What follows belongs to an exercise in optimizing a design on an open flow for small area; a production flow would make more cautious choices. Where RTL was checked, it was by simulation tests only, not by an equivalence proof against the original. The clock input has no modelled driver; a real chip could not lean on it and would need a root buffer or a full tree. Power figures rest on the tool's default switching activity, not on a simulated workload.

Setup of run 1:
## FIR
module FIR(
	input				clk,
	input				rst_n,
	input				clk_en,
	input  [15:0]	filter_in,
	output [15:0]	filter_out
);
Size: roughly 200 flip-flops, about 35 I/O pins, roughly 0.013 mm2 of cells after synthesis.
==> flow/config.mk <==
export PLATFORM = sky130hd
export DESIGN_NAME = FIR
export DESIGN_NICKNAME = FIR
export VERILOG_FILES = /design/flow/design.v
export SDC_FILE = /design/flow/constraint.sdc
export NUM_CORES = 4
export LEC_CHECK = 0
export CAP_MARGIN = 20
export CORE_MARGIN = 2
export CORE_UTILIZATION = 40
export SLEW_MARGIN = 20
export SYNTH_HIERARCHICAL = 1
==> flow/constraint.sdc <==
create_clock -name core_clock -period 6.0 [get_ports {clk}]
set_input_delay 1.2000 -clock core_clock [delete_from_list [all_inputs] [get_ports {clk}]]
set_output_delay 1.2000 -clock core_clock [all_outputs]
set_load 0.01 [all_outputs]
standard.sh (not shown) runs the stock make flow with config.mk's settings and CLKGATE_MAP_FILE= SYNTH_SCRIPT=/design/flow/synth_recipe.tcl, a recipe that flattens the netlist after the stock synthesis.
==> flow/flow/run.sh <==
#!/bin/bash
# Layout: the standard ORFS flow (standard.sh), with two changes passed to ORFS
# through its own variables:
#  - the ports are buffered with the smallest buffer (buf_1) instead of the flow's default;
#  - clock tree synthesis uses clkbuf_8 buffers and inserts no dummy loads.
# The full output of the flow goes to flow.log in this folder; ORFS keeps each step's log
# under orfs/logs/.
set -euo pipefail
export BUFFER_PORTS_ARGS="-buffer_cell sky130_fd_sc_hd__buf_1"
export CTS_ARGS="-sink_clustering_enable -repair_clock_nets -buf_list sky130_fd_sc_hd__clkbuf_8 -dont_use_dummy_load"
export RECOVER_POWER=100
bash standard.sh > flow.log 2>&1
Finished, but not clean: run 1, with max-capacitance violations, max-slew violations.
Input changes introduced in run 2 (baseline for comparison: run 1):
- putting CTS_CLUSTER_DIAMETER at 100 where nothing was set
- putting CTS_CLUSTER_SIZE at 30 where nothing was set
==> flow/run.sh (new file) <==
#!/bin/bash
# synth_recipe.tcl (not shown) runs the flow's synth.tcl, then flattens the netlist and writes it again
# the make line also repeats each setting of config.mk as NAME=value (left out here)
make -C /OpenROAD-flow-scripts/flow DESIGN_CONFIG=/design/flow/config.mk WORK_HOME=/design/flow/orfs CLKGATE_MAP_FILE= SYNTH_SCRIPT=/design/flow/synth_recipe.tcl finish
removed: flow/flow/run.sh
removed: flow/standard.sh
### Flow results
No stage failed in run 2, and the final checks on the layout all came back clean. Looking only at met3 wire length, and setting everything else aside, the lower value of run 1 and run 2 goes to run 1. Summary of run 2 over run 1: via count rose 0.77%; number of global-route vias before repair rose 275; multi-input gate share of the layout cell area went down 2.6 points.
Relative to run 2, the following input files were edited for run 3:
- CTS_CLUSTER_DIAMETER: 100 -> unset
- CTS_BUF_LIST: unset -> sky130_fd_sc_hd__clkbuf_4 sky130_fd_sc_hd__clkbuf_8
- CTS_CLUSTER_SIZE: 30 -> unset
==> notes.md <==
Run 3 completed end to end with timing, DRC and antenna clean.
Run 3 vs. run 2: final worst-path cycle share rose 0.45 points, global-route usage fell 0.22 points, area used by multi-input combinational logic flat.
Routed wire in run 3 totals less than in run 2.
Relative to run 2, combinational share of power has increased by 2.1 points in run 3.
Compared run 3 vs run 2, and power dissipated by switching net loads is down in run 3.

* * *

FIR, a different RTL version from the one above (not shown whole).
Size in the first run: about 1100 cells after synthesis.
clock: 6.0 ns
lec_check: 0
cap_margin: 20
core_margin: 2
core_utilization: 40
cts_cluster_diameter: 100
cts_cluster_size: 30
slew_margin: 20
synth_hierarchical: 1
run.sh (not shown) runs the stock make flow with config.mk's settings and CLKGATE_MAP_FILE= SYNTH_SCRIPT=/design/flow/synth_recipe.tcl, a recipe that flattens the netlist after the stock synthesis.
Stock flow here: none of the scripts above is used.
Change:
CTS_CLUSTER_DIAMETER = not set   (was 100)
CTS_CLUSTER_SIZE = not set   (was 30)
After rerunning:
- setup slack improves by 0.015 ns
- die area does not change
- global-route usage rises by 0.34 points
- non-clock buffer count stays the same
- final area rises by a few percent
- maximum frequency is about the same
- total power rises by about a fifth
- combinational power hardly moves
No functional check of the RTL was part of any run of this note.

* * *

== before ==
FIR, a different RTL version from the one above (not shown whole).
Size in the first run: ~180 flip-flops.
// FIR
module FIR(
	input				clk,
	input				rst_n,
	input				clk_en,
	input  [15:0]	filter_in,
	output [15:0]	filter_out
);
export LEC_CHECK = 0
export CAP_MARGIN = 20
export CORE_MARGIN = 2
export CORE_UTILIZATION = 50
export HOLD_SLACK_MARGIN = 0.1
export SLEW_MARGIN = 20
export SYNTH_HIERARCHICAL = 1
create_clock -name core_clock -period 6.0 [get_ports {clk}]
standard.sh (not shown) runs the stock make flow with config.mk's settings and CLKGATE_MAP_FILE= SYNTH_SCRIPT=/design/flow/synth_recipe.tcl, a recipe that flattens the netlist after the stock synthesis.
==> flow/flow/run.sh <==
#!/bin/bash
# Layout: the standard ORFS flow (standard.sh), with these changes passed to ORFS
# through its own variables and step hooks:
#  - the ports are buffered with the smallest buffer (buf_1) instead of the flow's default;
#  - clock tree synthesis uses clkbuf_8 buffers and inserts no dummy loads;
#  - useful skew: the output registers out[*] are clocked from the root of the clock tree
#    through a chain of delay cells (flow/skew_cts.tcl, after clock tree synthesis), which
#    gives the paths from the delay line into them more time; before clock tree synthesis
#    the same skew is given to the timing-driven steps as ideal clock latency
#    (flow/skew_pre.tcl).  The paths from out[*] to the ports have ample slack.
# The full output of the flow goes to flow.log in this folder; ORFS keeps each step's log
# under orfs/logs/.
set -euo pipefail
HERE=$(pwd)
export BUFFER_PORTS_ARGS="-buffer_cell sky130_fd_sc_hd__buf_1"
export CTS_ARGS="-sink_clustering_enable -repair_clock_nets -buf_list sky130_fd_sc_hd__clkbuf_8 -dont_use_dummy_load"
export SKEW_CHAIN="dlygate4sd3_1 dlygate4sd3_1 clkbuf_8"
export SKEW_SEL_NDLY=1
export SKEW_IDEAL_NS=1.15
export PRE_FLOORPLAN_TCL=$HERE/flow/skew_pre.tcl
export POST_CTS_TCL=$HERE/flow/skew_cts.tcl
export SKIP_CTS_REPAIR_TIMING=1
bash standard.sh > flow.log 2>&1
==> flow/flow/skew_pre.tcl <==
# Hook before floorplanning: the output registers will be clocked late (see skew_cts.tcl);
# tell the timing-driven steps before clock tree synthesis about it as ideal clock latency.
set skew_pins {}
foreach inst [get_cells *] {
  set ref [get_property $inst ref_name]
  if { [string match "out*" [get_property $inst name]] && [string match "sky130_fd_sc_hd__df*" $ref] } {
    lappend skew_pins [get_pins -of_objects $inst -filter "name == CLK"]
  }
}
puts "skew: [llength $skew_pins] output registers get ideal clock latency $::env(SKEW_IDEAL_NS) ns"
set_clock_latency $::env(SKEW_IDEAL_NS) $skew_pins
Other scripts of this flow, unchanged in this note and not shown: flow/flow/skew_cts.tcl
before finished every step from synthesis to the final layout, and the layout passed the timing, design-rule and antenna checks.
#### Input delta (after over before)
--- a/flow/flow/run.sh
+++ b/flow/flow/run.sh
@@ -17 +17 @@
-export SKEW_CHAIN="dlygate4sd3_1 dlygate4sd3_1 clkbuf_8"
+export SKEW_CHAIN="dlygate4sd3_1 dlygate4sd3_1 dlygate4sd1_1 clkbuf_8"
@@ -19 +19 @@
-export SKEW_IDEAL_NS=1.15
+export SKEW_IDEAL_NS=1.4
--- outcome ---
after vs before on final design area excluding fillers: after is the lower one. The higher data arrival time of the critical path of before and after is in after. In after, highest net fanout along the worst path is higher than in before. Compared with before, in after cell count went down; met2 routed wirelength went down; multi-input gate area in the final layout went down.

* * *

Another version of the RTL of FIR (not shown whole).
Size in the first run: ~180 flip-flops, ~12,000 µm² of cells after synthesis.
Settings: LEC_CHECK=0, CAP_MARGIN=20, CORE_MARGIN=2, CORE_UTILIZATION=40, HOLD_SLACK_MARGIN=0.1, SLEW_MARGIN=20, SYNTH_HIERARCHICAL=1; clock period 6.0 ns.
==> flow/flow/run.sh <==
#!/bin/bash
# Layout: the standard ORFS flow (standard.sh), with these changes passed to ORFS
# through its own variables and step hooks:
#  - the ports are buffered with the smallest buffer (buf_1) instead of the flow's default;
#  - clock tree synthesis uses clkbuf_8 buffers and inserts no dummy loads;
#  - useful skew: the output registers out[*] are clocked from the root of the clock tree
#    through a chain of delay cells (flow/skew_cts.tcl, after clock tree synthesis), which
#    gives the paths from the delay line into them more time; before clock tree synthesis
#    the same skew is given to the timing-driven steps as ideal clock latency
#    (flow/skew_pre.tcl).  The paths from out[*] to the ports have ample slack.
# The full output of the flow goes to flow.log in this folder; ORFS keeps each step's log
# under orfs/logs/.
set -euo pipefail
HERE=$(pwd)
export BUFFER_PORTS_ARGS="-buffer_cell sky130_fd_sc_hd__buf_1"
export CTS_ARGS="-sink_clustering_enable -repair_clock_nets -buf_list sky130_fd_sc_hd__clkbuf_8 -dont_use_dummy_load"
export SKEW_CHAIN="dlygate4sd3_1 dlygate4sd3_1 dlygate4sd3_1 clkbuf_8"
export SKEW_SEL_NDLY=1
export SKEW_IDEAL_NS=1.75
export PRE_FLOORPLAN_TCL=$HERE/flow/skew_pre.tcl
export POST_CTS_TCL=$HERE/flow/skew_cts.tcl
export SKIP_CTS_REPAIR_TIMING=1
bash standard.sh > flow.log 2>&1
==> flow/flow/skew_cts.tcl <==
# Hook after clock tree synthesis: clock the output registers out[*] through a chain of delay
# cells from the root of the clock tree, so the long path from the delay line into them gets
# more time (useful skew between registers; the paths from out[*] to the ports have room).
# Then legalize and repair timing as the CTS step would.
set block [ord::get_db_block]
set db [ord::get_db]
set flops {}
foreach inst [$block getInsts] {
  if { [string match "out*" [$inst getName]] && [string match "sky130_fd_sc_hd__df*" [[$inst getMaster] getName]] } {
    lappend flops $inst
  }
}
puts "skew: [llength $flops] output registers"
set pins {}
foreach f $flops { lappend pins [get_pins -of_objects [get_cells [$f getName]] -filter "name == CLK"] }
unset_clock_latency $pins
set root [$block findInst clkbuf_0_clk]
set prev [[$root findITerm X] getNet]
set cx 0
set cy 0
foreach f $flops {
  set loc [$f getLocation]
  set cx [expr {$cx + [lindex $loc 0]}]
  set cy [expr {$cy + [lindex $loc 1]}]
}
set cx [expr {int($cx / [llength $flops])}]
set cy [expr {int($cy / [llength $flops])}]
set chain {}
foreach c $::env(SKEW_CHAIN) { lappend chain sky130_fd_sc_hd__$c }
set i 0
foreach mname $chain {
  set inst [odb::dbInst_create $block [$db findMaster $mname] "skew_cell$i"]
  set net [odb::dbNet_create $block "skew_clk$i"]
  $net setSigType CLOCK
  [$inst findITerm A] connect $prev
  [$inst findITerm X] connect $net
  $inst setLocation $cx $cy
  $inst setPlacementStatus PLACED
  set prev $net
  incr i
}
set oldnets {}
foreach f $flops {
  set it [$f findITerm CLK]
  lappend oldnets [$it getNet]
  $it disconnect
  $it connect $prev
}
# clock buffers left without loads are removed
foreach n [lsort -unique $oldnets] {
  set nloads 0
  foreach it [$n getITerms] {
    if { [$it isInputSignal] } { incr nloads }
  }
  if { $nloads == 0 } {
    set drv [$n getFirstOutput]
    if { $drv != "NULL" } {
      set bi [$drv getInst]
      puts "skew: removing clock buffer [$bi getName] left without loads"
      odb::dbInst_destroy $bi
    }
    odb::dbNet_destroy $n
  }
}
# The select signals of the output registers' multiplexers (ld_o, hold_o) come from the
# clk_en input and the clr register, which are timed on the normal clock: delay each of
# them once, at its driver, instead of leaving the hold repair to pad every load.
foreach nname {ld_o hold_o} {
  set net [$block findNet $nname]
  if { $net == "NULL" } { continue }
  set loads {}
  foreach it [$net getITerms] {
    if { [$it isInputSignal] } { lappend loads $it }
  }
  set prev $net
  for {set k 0} {$k < $::env(SKEW_SEL_NDLY)} {incr k} {
    set inst [odb::dbInst_create $block [$db findMaster sky130_fd_sc_hd__dlygate4sd3_1] "skewsel_${nname}_c$k"]
    set n2 [odb::dbNet_create $block "skewsel_${nname}_n$k"]
    [$inst findITerm A] connect $prev
    [$inst findITerm X] connect $n2
    set drv [$net getFirstOutput]
    set loc [[$drv getInst] getLocation]
    $inst setLocation [lindex $loc 0] [lindex $loc 1]
    $inst setPlacementStatus PLACED
    set prev $n2
  }
  foreach it $loads {
    $it disconnect
    $it connect $prev
  }
}
global_connect
set_placement_padding -global \
  -left $::env(CELL_PAD_IN_SITES_DETAIL_PLACEMENT) \
  -right $::env(CELL_PAD_IN_SITES_DETAIL_PLACEMENT)
detailed_placement
estimate_parasitics -placement
report_clock_skew
report_checks -path_delay min -format end -group_path_count 60 -endpoint_path_count 1
report_checks -path_delay min -through [get_pins -of_objects [get_cells out*] -filter "name == D"] -format full -group_path_count 1
repair_timing_helper
detailed_placement
check_placement -verbose
report_checks -path_delay max -format end -group_path_count 3
report_checks -path_delay min -format end -group_path_count 3
Scripts as last shown in full above: flow/flow/skew_pre.tcl
The baseline finished clean.
Edit:
--- a/flow/flow/run.sh
+++ b/flow/flow/run.sh
@@ -16,5 +16,4 @@
 export CTS_ARGS="-sink_clustering_enable -repair_clock_nets -buf_list sky130_fd_sc_hd__clkbuf_8 -dont_use_dummy_load"
-export SKEW_CHAIN="dlygate4sd3_1 dlygate4sd3_1 dlygate4sd3_1 clkbuf_8"
-export SKEW_SEL_NDLY=1
-export SKEW_IDEAL_NS=1.75
+export SKEW_CHAIN="dlygate4sd3_1 dlygate4sd3_1 dlygate4sd1_1 dlygate4sd1_1 clkbuf_8"
+export SKEW_IDEAL_NS=1.65
 export PRE_FLOORPLAN_TCL=$HERE/flow/skew_pre.tcl
--- a/flow/flow/skew_cts.tcl
+++ b/flow/flow/skew_cts.tcl
@@ -64,29 +64,2 @@
 }
-# The select signals of the output registers' multiplexers (ld_o, hold_o) come from the
-# clk_en input and the clr register, which are timed on the normal clock: delay each of
-# them once, at its driver, instead of leaving the hold repair to pad every load.
-foreach nname {ld_o hold_o} {
-  set net [$block findNet $nname]
-  if { $net == "NULL" } { continue }
-  set loads {}
-  foreach it [$net getITerms] {
-    if { [$it isInputSignal] } { lappend loads $it }
-  }
-  set prev $net
-  for {set k 0} {$k < $::env(SKEW_SEL_NDLY)} {incr k} {
-    set inst [odb::dbInst_create $block [$db findMaster sky130_fd_sc_hd__dlygate4sd3_1] "skewsel_${nname}_c$k"]
-    set n2 [odb::dbNet_create $block "skewsel_${nname}_n$k"]
-    [$inst findITerm A] connect $prev
-    [$inst findITerm X] connect $n2
-    set drv [$net getFirstOutput]
-    set loc [[$drv getInst] getLocation]
-    $inst setLocation [lindex $loc 0] [lindex $loc 1]
-    $inst setPlacementStatus PLACED
-    set prev $n2
-  }
-  foreach it $loads {
-    $it disconnect
-    $it connect $prev
-  }
-}
 global_connect
Combinational power drops by a few percent.
Sequential power barely changes.
Core utilization decreases by 0.41 points.
Synthesized area stays the same.
First-iteration DRC count grows by about a fifth.
Edit:
--- a/flow/flow/run.sh
+++ b/flow/flow/run.sh
@@ -16,4 +16,4 @@
 export CTS_ARGS="-sink_clustering_enable -repair_clock_nets -buf_list sky130_fd_sc_hd__clkbuf_8 -dont_use_dummy_load"
-export SKEW_CHAIN="dlygate4sd3_1 dlygate4sd3_1 dlygate4sd1_1 dlygate4sd1_1 clkbuf_8"
-export SKEW_IDEAL_NS=1.65
+export SKEW_NDLY=3
+export SKEW_IDEAL_NS=1.75
 export PRE_FLOORPLAN_TCL=$HERE/flow/skew_pre.tcl
--- a/flow/flow/skew_cts.tcl
+++ b/flow/flow/skew_cts.tcl
@@ -28,3 +28,4 @@
 set chain {}
-foreach c $::env(SKEW_CHAIN) { lappend chain sky130_fd_sc_hd__$c }
+for {set i 0} {$i < $::env(SKEW_NDLY)} {incr i} { lappend chain sky130_fd_sc_hd__dlygate4sd3_1 }
+lappend chain sky130_fd_sc_hd__clkbuf_8
 set i 0
@@ -41,24 +42,6 @@
 }
-set oldnets {}
 foreach f $flops {
   set it [$f findITerm CLK]
-  lappend oldnets [$it getNet]
   $it disconnect
   $it connect $prev
-}
-# clock buffers left without loads are removed
-foreach n [lsort -unique $oldnets] {
-  set nloads 0
-  foreach it [$n getITerms] {
-    if { [$it isInputSignal] } { incr nloads }
-  }
-  if { $nloads == 0 } {
-    set drv [$n getFirstOutput]
-    if { $drv != "NULL" } {
-      set bi [$drv getInst]
-      puts "skew: removing clock buffer [$bi getName] left without loads"
-      odb::dbInst_destroy $bi
-    }
-    odb::dbNet_destroy $n
-  }
 }
--- a/flow/config.mk
+++ b/flow/config.mk
@@ -10,3 +10,2 @@
 export CORE_UTILIZATION = 40
-export HOLD_SLACK_MARGIN = 0.1
 export SLEW_MARGIN = 20
What happened:
- The changed run produced a clean layout
- clock power decreases slightly
- global-route usage hardly moves
- cell area went up slightly
- die area stays the same
- worst hold slack got worse by 0.078 ns
- power went up slightly
- core utilization goes up by 0.20 points
- maximum frequency came out lower by a few percent
- wire length went down slightly
Edit:
--- a/flow/flow/run.sh
+++ b/flow/flow/run.sh
@@ -16,4 +16,4 @@
 export CTS_ARGS="-sink_clustering_enable -repair_clock_nets -buf_list sky130_fd_sc_hd__clkbuf_8 -dont_use_dummy_load"
-export SKEW_NDLY=3
-export SKEW_IDEAL_NS=1.75
+export SKEW_CHAIN="dlygate4sd3_1 dlygate4sd3_1 dlygate4sd1_1 clkbuf_8"
+export SKEW_IDEAL_NS=1.4
 export PRE_FLOORPLAN_TCL=$HERE/flow/skew_pre.tcl
--- a/flow/flow/skew_cts.tcl
+++ b/flow/flow/skew_cts.tcl
@@ -28,4 +28,3 @@
 set chain {}
-for {set i 0} {$i < $::env(SKEW_NDLY)} {incr i} { lappend chain sky130_fd_sc_hd__dlygate4sd3_1 }
-lappend chain sky130_fd_sc_hd__clkbuf_8
+foreach c $::env(SKEW_CHAIN) { lappend chain sky130_fd_sc_hd__$c }
 set i 0
@@ -42,6 +41,24 @@
 }
+set oldnets {}
 foreach f $flops {
   set it [$f findITerm CLK]
+  lappend oldnets [$it getNet]
   $it disconnect
   $it connect $prev
+}
+# clock buffers left without loads are removed
+foreach n [lsort -unique $oldnets] {
+  set nloads 0
+  foreach it [$n getITerms] {
+    if { [$it isInputSignal] } { incr nloads }
+  }
+  if { $nloads == 0 } {
+    set drv [$n getFirstOutput]
+    if { $drv != "NULL" } {
+      set bi [$drv getInst]
+      puts "skew: removing clock buffer [$bi getName] left without loads"
+      odb::dbInst_destroy $bi
+    }
+    odb::dbNet_destroy $n
+  }
 }
--- a/flow/config.mk
+++ b/flow/config.mk
@@ -9,3 +9,4 @@
 export CORE_MARGIN = 2
-export CORE_UTILIZATION = 40
+export CORE_UTILIZATION = 50
+export HOLD_SLACK_MARGIN = 0.1
 export SLEW_MARGIN = 20
The changed run finished with timing, DRC and antenna clean.
Wire length climbs slightly.
Synthesized cell count does not change.
Worst setup slack improves by 0.12 ns.
Cell count came out lower by a few percent.
Area after synthesis does not change.
Core utilization climbs by 11 points.
Power is about the same.

==> port drivers added, routing unchanged <==
The flow's constraints put no driver on any port. The routed layouts listed below were extracted and timed again, unchanged, in two steps. Step 1: set_driving_cell puts a clkbuf_16 on clk and a buf_2 on each other input, an assumption about the parent block. Step 2, shift: input delay + t, output delay - t, t = (earliest + latest rising clock arrival at the registers) / 2. This alone moves slack from input paths to output paths. Slacks: ideal / step 1 / step 2; pairs: ideal / step 1.
| run | t (ns) | slack for setup (ns) | clock arrival spread, ns | slew at the worst register clock pin (ns) | worst data-port slew with drivers (ns) |
|---|---|---|---|---|---|
| run 1 | 0.506 | 0.264 / 0.264 / 0.264 | 0.028 / 0.027 | 0.11 / 0.11 | 0.03 |
| run 2 | 0.502 | 0.290 / 0.290 / 0.290 | 0.019 / 0.019 | 0.08 / 0.08 | 0.04 |
| run 3 | 0.524 | 0.263 / 0.263 / 0.263 | 0.025 / 0.025 | 0.11 / 0.11 | 0.03 |
| the first run of note 2 | 0.536 | 0.647 / 0.647 / 0.647 | 0.028 / 0.028 | 0.11 / 0.11 | 0.04 |
| the second run of note 2 | 0.577 | 0.662 / 0.662 / 0.662 | 0.012 / 0.011 | 0.06 / 0.06 | 0.04 |
| before | 1.034 | 0.260 / 0.260 / 0.260 | 1.160 / 1.160 | 0.11 / 0.11 | 0.03 |
| after | 1.139 | 0.297 / 0.297 / 0.297 | 1.343 / 1.343 | 0.11 / 0.11 | 0.04 |
| the first run of note 4 | 1.337 | 0.398 / 0.398 / 0.398 | 1.718 / 1.718 | 0.10 / 0.10 | 0.04 |
| the second run of note 4 | 1.256 | 0.491 / 0.491 / 0.491 | 1.574 / 1.574 | 0.11 / 0.11 | 0.04 |
| the third run of note 4 | 1.347 | 0.304 / 0.304 / 0.304 | 1.726 / 1.725 | 0.10 / 0.10 | 0.04 |
| the fourth run of note 4 | 1.151 | 0.422 / 0.422 / 0.422 | 1.362 / 1.361 | 0.10 / 0.10 | 0.03 |
In 6 of these runs the clock reaches the registers at very different times; t lies between them, and the last value is a rough guide only.
